Source: an optimization exercise on an open RTL-to-GDS flow (aim: small area and a short achievable clock period). Production flows keep margins and buffers that such runs may drop.
RTL that was checked went through simulation tests only; none was proved equivalent to the original.
For runs 2 and 3, only the layout was checked, not whether the RTL still works.

## flow/design.v (module list and top-level ports; edited modules follow where they fit)
// module montgomery_kyber: 1407 lines
// module kfa: 6 lines
// module k_a21bo: 5 lines
// module k_a21oi: 5 lines
// module k_and2: 5 lines
// module k_inv: 5 lines
// module k_mux2i: 5 lines
// module k_nand2: 5 lines
// module k_nor2: 5 lines
// module k_o21ai: 5 lines
// module k_o21bai: 5 lines
// module k_or2: 5 lines
// module k_orn2: 5 lines
// module k_xnor2: 5 lines
// module k_xor2: 5 lines
module montgomery_kyber(clk, a, b, out);
  // ...
==> flow/flow/run.sh <==
#!/bin/bash
set -euo pipefail
MARGIN=${MARGIN:-5.75}
BUF=${BUF:-sky130_fd_sc_hd__buf_1}
HERE=$(cd "$(dirname "$0")" && pwd)
bash standard.sh "SETUP_SLACK_MARGIN=$MARGIN" \
  "BUFFER_PORTS_ARGS=-buffer_cell $BUF" \
  "PRE_FLOORPLAN_TCL=$HERE/downsize.tcl" finish > flow_make.log 2>&1
==> flow/flow/downsize.tcl <==
# Before floorplanning: set every combinational cell to its smallest drive
# strength (x1) so that repair_timing sizes up only the cells that need it.
# Flip-flops are left as synthesis made them.
set db [ord::get_db]
set n 0
foreach inst [[ord::get_db_block] getInsts] {
  set m [[$inst getMaster] getName]
  if {[regexp {^(sky130_fd_sc_hd__[a-z0-9]+)_([0-9]+)$} $m -> base sz] && $sz > 1 && ![string match "*__df*" $base] && ![string match "*__dl*" $base]} {
    set new [$db findMaster ${base}_1]
    if {$new ne "NULL"} {
      $inst swapMaster $new
      incr n
    }
  }
}
puts "downsize: $n cells set to x1"
==> flow/standard.sh <==
#!/bin/bash
# synth_recipe.tcl (not shown) runs the flow's synth.tcl, then flattens the netlist and writes it again
# the make line also repeats each setting of config.mk as NAME=value (left out here)
make -C /OpenROAD-flow-scripts/flow DESIGN_CONFIG=/design/flow/config.mk WORK_HOME=/design/flow/orfs CLKGATE_MAP_FILE= SYNTH_SCRIPT=/design/flow/synth_recipe.tcl "${@:-finish}"
==> flow/config.mk <==
export PLATFORM = sky130hd
export DESIGN_NAME = montgomery_kyber
export DESIGN_NICKNAME = montgomery_kyber
export VERILOG_FILES = /design/flow/design.v
export SDC_FILE = /design/flow/constraint.sdc
export NUM_CORES = 4
export LEC_CHECK = 0
export CAP_MARGIN = 20
export CORE_MARGIN = 2
export CORE_UTILIZATION = 40
export CTS_BUF_LIST = sky130_fd_sc_hd__clkbuf_4 sky130_fd_sc_hd__clkbuf_8
export SETUP_SLACK_MARGIN = 5
export SLEW_MARGIN = 20
export SYNTH_HIERARCHICAL = 1
export SYNTH_MINIMUM_KEEP_SIZE = 0
==> flow/constraint.sdc <==
create_clock -name core_clock -period 12.0 [get_ports {clk}]
set_input_delay 2.4000 -clock core_clock [delete_from_list [all_inputs] [get_ports {clk}]]
set_output_delay 2.4000 -clock core_clock [all_outputs]
set_load 0.01 [all_outputs]
==> flow_summary.yaml, run 1 <==
outcome:
  outcome: "timing/DRC/antenna clean"
timing:
  whs_ns: 2.67
  maxSlewViolCount: 0
placement:
  dp.cells: 878
  hpwlAfterDp_um: 10400
synthesis:
  yosys_warnings: 7
layout:
  clockBufferCount: 4
  largest_register_ff_count: 25
  reg_top3: "r x25"
  signal_buffers: 43
  fin_area_um2: 6210
  multi_input_area_um2: 5020
critical_path:
  critical_path_class: "in2reg"
  crit_chain: "buf_2 > nand2_1 > fa_1 > fa_1 > fa_1 > fa_1 > fa_1 > nand2_1 > nand2_1 > nor2_1 > a21oi_4 > o21ai_2 > inv_1 > o21ai_1 > xnor2_1"
  critical_path_arrival_ns: 6.23
floorplanning:
  tap_cells: 180
  start_util_pct: 40.9
flow_run:
  drv_cap: 0
route:
  drt-vias-per-instance: 4.82
  vias: 4282
  wl_met2_um: 5610
  route.detailed.drc: 0
global_routing:
  met2_usage_pct: 29.4
  grt_use_met1_pct: 23.9
clock_network:
  tritoncts: "done"
==> run 2, diff against run 1 <==
--- a/flow/design.v
+++ b/flow/design.v
@@ -1198,217 +1198,181 @@
 k_a21oi un595 (.a(n578), .b(n574), .c(n577), .y(n595));
 wire n596;
 k_nand2 un596 (.a(n578), .b(n575), .y(n596));
 wire n597;
 k_a21oi un597 (.a(n584), .b(n580), .c(n583), .y(n597));
 wire n598;
 k_nand2 un598 (.a(n584), .b(n581), .y(n598));
 wire n599;
-k_inv un599 (.a(n586), .y(n599));
+k_o21ai un599 (.a(n588), .b(n586), .c(n587), .y(n599));
 wire n600;
-k_a21oi un600 (.a(n551), .b(n599), .c(n550), .y(n600));
+k_o21ai un600 (.a(n592), .b(n589), .c(n591), .y(n600));
 wire n601;
-k_o21ai un601 (.a(n588), .b(n586), .c(n587), .y(n601));
+k_nor2 un601 (.a(n592), .b(n590), .y(n601));
 wire n602;
-k_inv un602 (.a(n589), .y(n602));
+k_o21ai un602 (.a(n596), .b(n593), .c(n595), .y(n602));
 wire n603;
-k_a21oi un603 (.a(n563), .b(n602), .c(n562), .y(n603));
+k_nor2 un603 (.a(n596), .b(n594), .y(n603));
 wire n604;
-k_inv un604 (.a(n563), .y(n604));
+k_a21oi un604 (.a(n601), .b(n599), .c(n600), .y(n604));
 wire n605;
-k_nor2 un605 (.a(n604), .b(n590), .y(n605));
+k_inv un605 (.a(n604), .y(n605));
 wire n606;
-k_o21ai un606 (.a(n592), .b(n589), .c(n591), .y(n606));
+k_a21oi un606 (.a(n603), .b(n605), .c(n602), .y(n606));
 wire n607;
-k_nor2 un607 (.a(n592), .b(n590), .y(n607));
+k_inv un607 (.a(n599), .y(n607));
 wire n608;
-k_inv un608 (.a(n593), .y(n608));
+k_o21ai un608 (.a(n590), .b(n607), .c(n589), .y(n608));
 wire n609;
-k_a21oi un609 (.a(n575), .b(n608), .c(n574), .y(n609));
+k_o21ai un609 (.a(n594), .b(n604), .c(n593), .y(n609));
 wire n610;
-k_inv un610 (.a(n575), .y(n610));
+k_o21ai un610 (.a(n598), .b(n606), .c(n597), .y(n610));
 wire n611;
-k_nor2 un611 (.a(n610), .b(n594), .y(n611));
+k_inv un611 (.a(n586), .y(n611));
 wire n612;
-k_o21ai un612 (.a(n596), .b(n593), .c(n595), .y(n612));
+k_a21oi un612 (.a(n551), .b(n611), .c(n550), .y(n612));
 wire n613;
-k_nor2 un613 (.a(n596), .b(n594), .y(n613));
+k_a21oi un613 (.a(n557), .b(n599), .c(n556), .y(n613));
 wire n614;
-k_a21oi un614 (.a(n557), .b(n601), .c(n556), .y(n614));
+k_a21oi un614 (.a(n563), .b(n608), .c(n562), .y(n614));
 wire n615;
-k_inv un615 (.a(n601), .y(n615));
+k_a21oi un615 (.a(n569), .b(n605), .c(n568), .y(n615));
 wire n616;
-k_o21ai un616 (.a(n590), .b(n615), .c(n589), .y(n616));
+k_a21oi un616 (.a(n575), .b(n609), .c(n574), .y(n616));
 wire n617;
-k_a21bo un617 (.a(n605), .b(n601), .c(n603), .y(n617));
+k_inv un617 (.a(n606), .y(n617));
 wire n618;
-k_a21oi un618 (.a(n607), .b(n601), .c(n606), .y(n618));
+k_a21oi un618 (.a(n581), .b(n617), .c(n580), .y(n618));
 wire n619;
-k_a21oi un619 (.a(n581), .b(n612), .c(n580), .y(n619));
+k_xnor2 un619 (.a(n549), .b(n535), .y(n619));
 wire n620;
-k_nand2 un620 (.a(n581), .b(n613), .y(n620));
+k_xor2 un620 (.a(n552), .b(n586), .y(n620));
 wire n621;
-k_inv un621 (.a(n612), .y(n621));
+k_xor2 un621 (.a(n555), .b(n612), .y(n621));
 wire n622;
-k_o21ai un622 (.a(n598), .b(n621), .c(n597), .y(n622));
+k_xnor2 un622 (.a(n558), .b(n599), .y(n622));
 wire n623;
-k_inv un623 (.a(n598), .y(n623));
+k_xor2 un623 (.a(n561), .b(n613), .y(n623));
 wire n624;
-k_nand2 un624 (.a(n623), .b(n613), .y(n624));
+k_xnor2 un624 (.a(n564), .b(n608), .y(n624));
 wire n625;
-k_inv un625 (.a(n618), .y(n625));
+k_xor2 un625 (.a(n567), .b(n614), .y(n625));
 wire n626;
-k_a21oi un626 (.a(n569), .b(n625), .c(n568), .y(n626));
+k_xor2 un626 (.a(n570), .b(n604), .y(n626));
 wire n627;
-k_o21ai un627 (.a(n594), .b(n618), .c(n593), .y(n627));
+k_xor2 un627 (.a(n573), .b(n615), .y(n627));
 wire n628;
-k_inv un628 (.a(n611), .y(n628));
+k_xnor2 un628 (.a(n576), .b(n609), .y(n628));
 wire n629;
-k_o21ai un629 (.a(n628), .b(n618), .c(n609), .y(n629));
+k_xor2 un629 (.a(n579), .b(n616), .y(n629));
 wire n630;
-k_a21oi un630 (.a(n613), .b(n625), .c(n612), .y(n630));
+k_xor2 un630 (.a(n582), .b(n606), .y(n630));
 wire n631;
-k_o21ai un631 (.a(n620), .b(n618), .c(n619), .y(n631));
+k_xnor2 un631 (.a(n585), .b(n618), .y(n631));
 wire n632;
-k_o21bai un632 (.a(n624), .b(n618), .c(n622), .y(n632));
+k_nor2 un632 (.a(n620), .b(n619), .y(n632));
 wire n633;
-k_xnor2 un633 (.a(n549), .b(n535), .y(n633));
+k_nor2 un633 (.a(n622), .b(n621), .y(n633));
 wire n634;
-k_xor2 un634 (.a(n552), .b(n586), .y(n634));
+k_nor2 un634 (.a(n624), .b(n623), .y(n634));
 wire n635;
-k_xor2 un635 (.a(n555), .b(n600), .y(n635));
+k_nor2 un635 (.a(n626), .b(n625), .y(n635));
 wire n636;
-k_xnor2 un636 (.a(n558), .b(n601), .y(n636));
+k_nor2 un636 (.a(n628), .b(n627), .y(n636));
 wire n637;
-k_xor2 un637 (.a(n561), .b(n614), .y(n637));
+k_nand2 un637 (.a(n630), .b(n629), .y(n637));
 wire n638;
-k_xnor2 un638 (.a(n564), .b(n616), .y(n638));
+k_nand2 un638 (.a(n633), .b(n632), .y(n638));
 wire n639;
-k_xnor2 un639 (.a(n567), .b(n617), .y(n639));
+k_inv un639 (.a(n620), .y(n639));
 wire n640;
-k_xor2 un640 (.a(n570), .b(n618), .y(n640));
+k_nand2 un640 (.a(n633), .b(n639), .y(n640));
 wire n641;
-k_xor2 un641 (.a(n573), .b(n626), .y(n641));
+k_nand2 un641 (.a(n635), .b(n634), .y(n641));
 wire n642;
-k_xnor2 un642 (.a(n576), .b(n627), .y(n642));
+k_nor2 un642 (.a(n637), .b(n636), .y(n642));
 wire n643;
-k_xnor2 un643 (.a(n579), .b(n629), .y(n643));
+k_nor2 un643 (.a(n641), .b(n638), .y(n643));
 wire n644;
-k_xor2 un644 (.a(n582), .b(n630), .y(n644));
+k_nor2 un644 (.a(n641), .b(n640), .y(n644));
 wire n645;
-k_xor2 un645 (.a(n585), .b(n631), .y(n645));
+k_inv un645 (.a(n643), .y(n645));
 wire n646;
-k_nor2 un646 (.a(n634), .b(n633), .y(n646));
+k_o21ai un646 (.a(n628), .b(n645), .c(n642), .y(n646));
 wire n647;
-k_nor2 un647 (.a(n636), .b(n635), .y(n647));
+k_inv un647 (.a(n628), .y(n647));
 wire n648;
-k_nor2 un648 (.a(n638), .b(n637), .y(n648));
+k_nand2 un648 (.a(n647), .b(n644), .y(n648));
 wire n649;
-k_nor2 un649 (.a(n640), .b(n639), .y(n649));
+k_inv un649 (.a(n638), .y(n649));
 wire n650;
-k_nor2 un650 (.a(n642), .b(n641), .y(n650));
+k_nand2 un650 (.a(n634), .b(n649), .y(n650));
 wire n651;
-k_nand2 un651 (.a(n644), .b(n643), .y(n651));
+k_inv un651 (.a(n640), .y(n651));
 wire n652;
-k_inv un652 (.a(n635), .y(n652));
+k_nand2 un652 (.a(n634), .b(n651), .y(n652));
 wire n653;
-k_nand2 un653 (.a(n652), .b(n646), .y(n653));
+k_a21oi un653 (.a(n647), .b(n643), .c(n636), .y(n653));
 wire n654;
-k_nor2 un654 (.a(n635), .b(n634), .y(n654));
+k_nand2 un654 (.a(n647), .b(n644), .y(n654));
 wire n655;
-k_nand2 un655 (.a(n647), .b(n646), .y(n655));
+k_inv un655 (.a(n621), .y(n655));
 wire n656;
-k_inv un656 (.a(n634), .y(n656));
+k_nand2 un656 (.a(n655), .b(n632), .y(n656));
 wire n657;
-k_nand2 un657 (.a(n647), .b(n656), .y(n657));
+k_nor2 un657 (.a(n621), .b(n620), .y(n657));
 wire n658;
-k_inv un658 (.a(n639), .y(n658));
+k_nor2 un658 (.a(n623), .b(n638), .y(n658));
 wire n659;
-k_nand2 un659 (.a(n658), .b(n648), .y(n659));
+k_nor2 un659 (.a(n623), .b(n640), .y(n659));
 wire n660;
-k_nand2 un660 (.a(n649), .b(n648), .y(n660));
+k_nor2 un660 (.a(n625), .b(n650), .y(n660));
 wire n661;
-k_orn2 un661 (.a(n650), .b(n643), .y(n661));
+k_nor2 un661 (.a(n625), .b(n652), .y(n661));
 wire n662;
-k_nor2 un662 (.a(n651), .b(n650), .y(n662));
+k_orn2 un662 (.a(n643), .b(n627), .y(n662));
 wire n663;
-k_nor2 un663 (.a(n637), .b(n655), .y(n663));
+k_nand2 un663 (.a(n629), .b(n653), .y(n663));
 wire n664;
-k_nor2 un664 (.a(n637), .b(n657), .y(n664));
+k_xnor2 un664 (.a(n620), .b(n619), .y(n664));
 wire n665;
-k_inv un665 (.a(n655), .y(n665));
+k_xor2 un665 (.a(n621), .b(n632), .y(n665));
 wire n666;
-k_nand2 un666 (.a(n648), .b(n665), .y(n666));
+k_xnor2 un666 (.a(n622), .b(n656), .y(n666));
 wire n667;
-k_inv un667 (.a(n657), .y(n667));
+k_xnor2 un667 (.a(n623), .b(n638), .y(n667));
 wire n668;
-k_nand2 un668 (.a(n648), .b(n667), .y(n668));
+k_xor2 un668 (.a(n624), .b(n658), .y(n668));
 wire n669;
-k_nor2 un669 (.a(n659), .b(n655), .y(n669));
+k_xnor2 un669 (.a(n625), .b(n650), .y(n669));
 wire n670;
-k_nor2 un670 (.a(n659), .b(n657), .y(n670));
+k_xor2 un670 (.a(n626), .b(n660), .y(n670));
 wire n671;
-k_nor2 un671 (.a(n660), .b(n655), .y(n671));
+k_xnor2 un671 (.a(n627), .b(n643), .y(n671));
 wire n672;
-k_nor2 un672 (.a(n660), .b(n657), .y(n672));
+k_xor2 un672 (.a(n628), .b(n662), .y(n672));
 wire n673;
-k_orn2 un673 (.a(n671), .b(n641), .y(n673));
+k_xor2 un673 (.a(n629), .b(n653), .y(n673));
 wire n674;
-k_inv un674 (.a(n642), .y(n674));
+k_xnor2 un674 (.a(n630), .b(n663), .y(n674));
 wire n675;
-k_a21oi un675 (.a(n674), .b(n671), .c(n650), .y(n675));
-wire n676;
-k_nand2 un676 (.a(n674), .b(n672), .y(n676));
-wire n677;
-k_a21oi un677 (.a(n674), .b(n671), .c(n661), .y(n677));
-wire n678;
-k_nand2 un678 (.a(n674), .b(n672), .y(n678));
-wire n679;
-k_inv un679 (.a(n671), .y(n679));
-wire n680;
-k_o21ai un680 (.a(n642), .b(n679), .c(n662), .y(n680));
-wire n681;
-k_nand2 un681 (.a(n674), .b(n672), .y(n681));
-wire n682;
-k_xnor2 un682 (.a(n634), .b(n633), .y(n682));
-wire n683;
-k_xor2 un683 (.a(n635), .b(n646), .y(n683));
-wire n684;
-k_xnor2 un684 (.a(n636), .b(n653), .y(n684));
-wire n685;
-k_xnor2 un685 (.a(n637), .b(n655), .y(n685));
-wire n686;
-k_xor2 un686 (.a(n638), .b(n663), .y(n686));
-wire n687;
-k_xnor2 un687 (.a(n639), .b(n666), .y(n687));
-wire n688;
-k_xor2 un688 (.a(n640), .b(n669), .y(n688));
-wire n689;
-k_xnor2 un689 (.a(n641), .b(n671), .y(n689));
-wire n690;
-k_xor2 un690 (.a(n642), .b(n673), .y(n690));
-wire n691;
-k_xor2 un691 (.a(n643), .b(n675), .y(n691));
-wire n692;
-k_xor2 un692 (.a(n644), .b(n677), .y(n692));
-wire n693;
-k_inv un693 (.a(n633), .y(n693));
-k_mux2i uo0 (.s(n645), .a(n633), .b(n693), .y(out[0]));
-k_mux2i uo1 (.s(n645), .a(n634), .b(n682), .y(out[1]));
-k_mux2i uo2 (.s(n645), .a(n635), .b(n683), .y(out[2]));
-k_mux2i uo3 (.s(n645), .a(n636), .b(n684), .y(out[3]));
-k_mux2i uo4 (.s(n645), .a(n637), .b(n685), .y(out[4]));
-k_mux2i uo5 (.s(n645), .a(n638), .b(n686), .y(out[5]));
-k_mux2i uo6 (.s(n645), .a(n639), .b(n687), .y(out[6]));
-k_mux2i uo7 (.s(n645), .a(n640), .b(n688), .y(out[7]));
-k_mux2i uo8 (.s(n645), .a(n641), .b(n689), .y(out[8]));
-k_mux2i uo9 (.s(n645), .a(n642), .b(n690), .y(out[9]));
-k_mux2i uo10 (.s(n645), .a(n643), .b(n691), .y(out[10]));
-k_mux2i uo11 (.s(n645), .a(n644), .b(n692), .y(out[11]));
+k_inv un675 (.a(n619), .y(n675));
+k_mux2i uo0 (.s(n631), .a(n619), .b(n675), .y(out[0]));
+k_mux2i uo1 (.s(n631), .a(n620), .b(n664), .y(out[1]));
+k_mux2i uo2 (.s(n631), .a(n621), .b(n665), .y(out[2]));
+k_mux2i uo3 (.s(n631), .a(n622), .b(n666), .y(out[3]));
+k_mux2i uo4 (.s(n631), .a(n623), .b(n667), .y(out[4]));
+k_mux2i uo5 (.s(n631), .a(n624), .b(n668), .y(out[5]));
+k_mux2i uo6 (.s(n631), .a(n625), .b(n669), .y(out[6]));
+k_mux2i uo7 (.s(n631), .a(n626), .b(n670), .y(out[7]));
+k_mux2i uo8 (.s(n631), .a(n627), .b(n671), .y(out[8]));
+k_mux2i uo9 (.s(n631), .a(n628), .b(n672), .y(out[9]));
+k_mux2i uo10 (.s(n631), .a(n629), .b(n673), .y(out[10]));
+k_mux2i uo11 (.s(n631), .a(n630), .b(n674), .y(out[11]));
 endmodule
 module kfa(a, b, c, s, co);
 input a, b, c;
 output s, co;
 assign s = a ^ b ^ c;
 assign co = (a & b) | (a & c) | (b & c);
 endmodule
 module k_a21bo(a, b, c, y);
==> flow_summary.yaml, run 2 <==
timing:
  finalHoldViolations: 0
  setup_tns_ns: 0
  min_period_over_period_pct: 50.4
  maxSlewViolCount: 0
  whs_ns: 2.64
  min_period_ns: 6.05
  worstMarginPinSlew_ns: 0.601
  max_freq_ghz: 0.165
  setup_viol: 0
  rsz0062_at_grt: "true"
  fin_ws_ns: 5.95
  relSlewSlack_pct: 60.0
synthesis:
  yosys_warnings: 7
  syn-num-nets: 799
  syn_inst: 648
critical_path:
  crit_family: "adder cells"
  crit_buf_inv: 2
  critical_path_arrival_ns: 6.24
  crit_chain: "buf_2 > nand2_1 > fa_1 > fa_1 > fa_1 > fa_1 > fa_1 > nand2_1 > nand2_1 > nor2_2 > nand2_1 > o21ai_2 > inv_1 > o21ai_1 > xnor2_1"
  max_stage_delay_ns: 0.51
  crit_required_ns: 12.19
  cp_common_cell: "fa_1"
  cp_slowest_cell: "fa_1"
  cp-start-kind: "input port"
  cp-end-kind: "register"
  cp_max_fo: 12
  critical_path_class: "in2reg"
global_routing:
  grt.total_usage_pct: 17.2
  grt_pass1_vias: 4346
  grt.overflow.total: 0
  grt_pass1_wl_um: 20500
  grt_start_max_net_pins: 14
  antenna_found_initial: 0
floorplanning:
  rows: 43
  io_pins: 37
  core_area_um2: 13800
  dieWidth_um: 122
  die_h_um: 122
  design.die.area_um2: 15000
  start_util_pct: 40.6
route:
  wl_per_cell_um: 13.7
  route.detailed.drc: 0
  drtAntennaViolNets: 0
  drtIter0Drc: 167
  drt_wl_total_um: 12000
  first_pass_iters: 4
  drt-vias-per-instance: 4.80
  vias: 4182
layout:
  layout_common_cells: "205 x nand2_1, 126 x fa_1, 55 x xor2_1, 50 x nor2_1, 46 x inv_1"
  regMostFlops: "r"
  final_common_cell: "nand2_1"
  antennaDiodeCount: 0
  fin_nets: 844
  reg_top3: "r x25"
  drive_gt1_share_pct: 6.65
  fin_area_um2: 6170
  final_core_util_pct: 44.8
  largest_register_ff_count: 25
  nFillCells: 1414
outcome:
  outcome: "timing/DRC/antenna clean"
placement:
  gp_congestion: 0.891
  hpwlAfterDp_um: 10400
  io_buffers: 36
  post-place-ws_ns: 5.03
  placed_area_um2: 5970
clock_network:
  cts.sinks: 25
  hold_buffers: 0
  clock_path_buffers: 2
  cts_root_buf: "clkbuf_8"
  numCtsBuffers: 3
  htreeDepth: 1
  tritoncts: "done"
  clkTransAtPathRegs_ns: 0.07
min_path:
  holdPathStages: 3
  hold_path.class: "in2reg"
  min_to: "r[0]"
  holdCritStartpoint: "a[0]"
flow_run:
  drv_cap: 0
==> run 2: worst max path at each step <==
stage	from	slack, ns	to	depth (start not counted)
finish	a[4]	5.95	r[23]	15
detailed placement	a[4]	5.03	r[22]	14
floorplan	a[0]	5.95	r[23]	14
CTS	r[8]	5.76	out[11]	15
global placement	b[11]	5.18	r[23]	15
global route	r[1]	5.73	out[11]	17
==> run 2: per-layer routing <==
| layer | track usage [%] | vias to the layer above | wire (µm) |
|---|---|---|---|
| met1 | 23.9 | 2019 | 5500 |
| li1 | - | 2066 | - |
| met5 | 0 | - | 0 |
| met2 | 29.9 | 90 | 5940 |
| met3 | 0.743 | 7 | 442 |
| met4 | 3.59 | 0 | 102 |
==> run 2: cell type report <==
| class | instances | area (µm²) | area share [%] |
|---|---|---|---|
| tap | 180 | 225 | 3.65 |
| sequential | 25 | 504 | 8.17 |
| inverter | 46 | 173 | 2.80 |
| multi-input combinational | 577 | 5000 | 81.1 |
| timing repair buffer | 40 | 216 | 3.51 |
| clock buffer | 4 | 48.8 | 0.791 |
==> run 2: repair_timing <==
action                     4_1_cts  5_1_grt
pin swaps                        0        3
gates cloned                     0        0
setup buffers                    0        3
setup endpoints to repair       12       21
resized for setup               20       30
==> run 2: metrics by stage <==
| step | instances |
|---|---|
| after CTS | 869 |
| after global placement | 865 |
| after global routing | 872 |
| after floorplan | 648 |
| final | 872 |
| after detailed placement | 865 |
==> run 3, diff against run 2 <==
--- a/flow/flow/run.sh
+++ b/flow/flow/run.sh
@@ -1,6 +1,6 @@
 #!/bin/bash
 set -euo pipefail
-MARGIN=${MARGIN:-5.75}
+MARGIN=${MARGIN:-5.82}
 BUF=${BUF:-sky130_fd_sc_hd__buf_1}
 HERE=$(cd "$(dirname "$0")" && pwd)
 bash standard.sh "SETUP_SLACK_MARGIN=$MARGIN" \
==> flow_summary.yaml, run 3 <==
timing:
  whs_ns: 2.64
  maxSlewViolCount: 0
  min_period_ns: 6.03
  setup_tns_ns: 0
  min_period_over_period_pct: 50.2
  max_freq_ghz: 0.166
  fin_ws_ns: 5.97
  worstMarginPinSlew_ns: 0.609
  finalHoldViolations: 0
  relSlewSlack_pct: 59.4
  rsz0062_at_grt: "true"
  setup_viol: 0
floorplanning:
  start_util_pct: 40.6
  dieWidth_um: 122
  rows: 43
  design.die.area_um2: 15000
  die_h_um: 122
  core_area_um2: 13800
  io_pins: 37
min_path:
  hold_path.class: "in2reg"
  min_to: "r[0]"
  holdPathStages: 3
  holdCritStartpoint: "a[0]"
layout:
  regMostFlops: "r"
  final_common_cell: "nand2_1"
  regArea_um2: 509
  nFillCells: 1402
  layout_common_cells: "205 x nand2_1, 126 x fa_1, 54 x xor2_1, 50 x nor2_1, 46 x inv_1"
  final_cells: 875
  reg_top3: "r x25"
  multi_input_area_um2: 5050
  fin_nets: 847
  drive_gt1_share_pct: 8.63
  largest_register_ff_count: 25
  fin_area_um2: 6260
  final_core_util_pct: 45.4
  antennaDiodeCount: 0
route:
  route.detailed.drc: 0
  wl_per_cell_um: 13.9
  drt_wl_total_um: 12200
  first_pass_iters: 4
  drt-vias-per-instance: 4.82
  drtAntennaViolNets: 0
  drtIter0Drc: 145
  vias: 4217
placement:
  gp_congestion: 0.891
  hpwlAfterDp_um: 10400
  dp.cells: 865
  post-place-ws_ns: 5.03
  io_buffers: 36
  placed_area_um2: 5970
global_routing:
  antenna_found_initial: 0
  grt_pass1_vias: 4346
  use_met3_pct: 0.743
  grt.total_usage_pct: 17.2
  grt.overflow.total: 0
  grt_use_met1_pct: 24.0
  grt_start_max_net_pins: 14
  grt_pass1_wl_um: 20500
  gr-max-usage-layer: "met2"
  met2_usage_pct: 29.9
critical_path:
  cp-end-kind: "register"
  critPathLaunch: "b[8]"
  cp-start-kind: "input port"
  critical_path_arrival_ns: 6.22
  critical_path_class: "in2reg"
  cp_max_fo: 12
  crit_required_ns: 12.19
synthesis:
  syn_inst: 648
  yosys_warnings: 7
  syn-num-nets: 799
clock_network:
  tritoncts: "done"
  htreeDepth: 1
  cts_root_buf: "clkbuf_8"
  clock_path_buffers: 2
  cts.sinks: 25
  clkTransAtPathRegs_ns: 0.07
  numCtsBuffers: 3
flow_run:
  drv_cap: 0
outcome:
  outcome: "timing/DRC/antenna clean"
==> run 3: layout make-up <==
type | instances | share of cell area [%]
Inverter | 46 | 2.76
Clock buffer | 4 | 0.780
Sequential cell | 25 | 8.14
Timing Repair Buffer | 43 | 3.94
Multi-Input combinational cell | 577 | 80.8
Tap cell | 180 | 3.60
==> run 3: how the worst max path moves through the flow <==
stage | cells past startpoint | slack (ns) | end
after CTS | 14 | 5.80 | r[22]
final | 14 | 5.97 | r[14]
after detailed placement | 14 | 5.03 | r[22]
after global placement | 15 | 5.18 | r[23]
after global routing | 14 | 5.79 | r[22]
after floorplan | 14 | 5.95 | r[23]
==> run 3: per-layer routing <==
| metal | vias to the layer above | part of all wire [%] |
|---|---|---|
| met3 | 2 | 3.9 |
| met2 | 106 | 51 |
| met1 | 2033 | 45 |
| met5 | - | 0 |
| met4 | 0 | 0.44 |
| li1 | 2076 | - |
==> run 3: worst max-delay path, stage by stage <==
cell and delay [ns]:
clkbuf_4 0.20, nand2_1 0.11, fa_1 0.57, fa_1 0.45, fa_1 0.41, fa_1 0.46
fa_1 0.55, nand2_1 0.08, a21oi_1 0.19, o21ai_2 0.10, a21oi_4 0.25, inv_1 0.13
a21oi_1 0.17, xor2_1 0.15
==> run 3: repair_timing <==
item / 4_1_cts / 5_1_grt
hold buffers: 0 / 0
pin swaps: 0 / 5
endpoints found under the setup margin: 19 / 21
setup buffers: 0 / 6
gates resized for setup: 24 / 43

## port drivers added, routing unchanged
No port has a modelled driver above. Below, the same layouts with a new extraction and two added sets of constraints. Step 1 sets driving cells, clkbuf_16 on the clock port and buf_2 on the other inputs (assumed; they add their load-dependent delay and slew). Step 2 times the ports against the registers' clock, not the clock port: input delays grow and output delays shrink by t, the midpoint of the rising clock arrivals with the driver on. Slacks: ideal ports / drivers / drivers and shift; pairs: ideal ports / drivers.
run	t, ns	slack for setup (ns)	hold slack, ns	worst slew at a driven data input, ns	pins driven straight from the clock port
run 1	0.281	5.953 / 5.958 / 5.677	2.668 / 2.662 / 2.944	0.03	1
run 2	0.279	5.949 / 5.957 / 5.678	2.637 / 2.646 / 2.925	0.04	1
run 3	0.280	5.971 / 5.974 / 5.694	2.637 / 2.644 / 2.924	0.04	1
After both steps setup and hold are still met in every run listed. The setup slack of run 3, which loses most, moves by +0.003 ns with the drivers and by -0.277 ns with both steps.
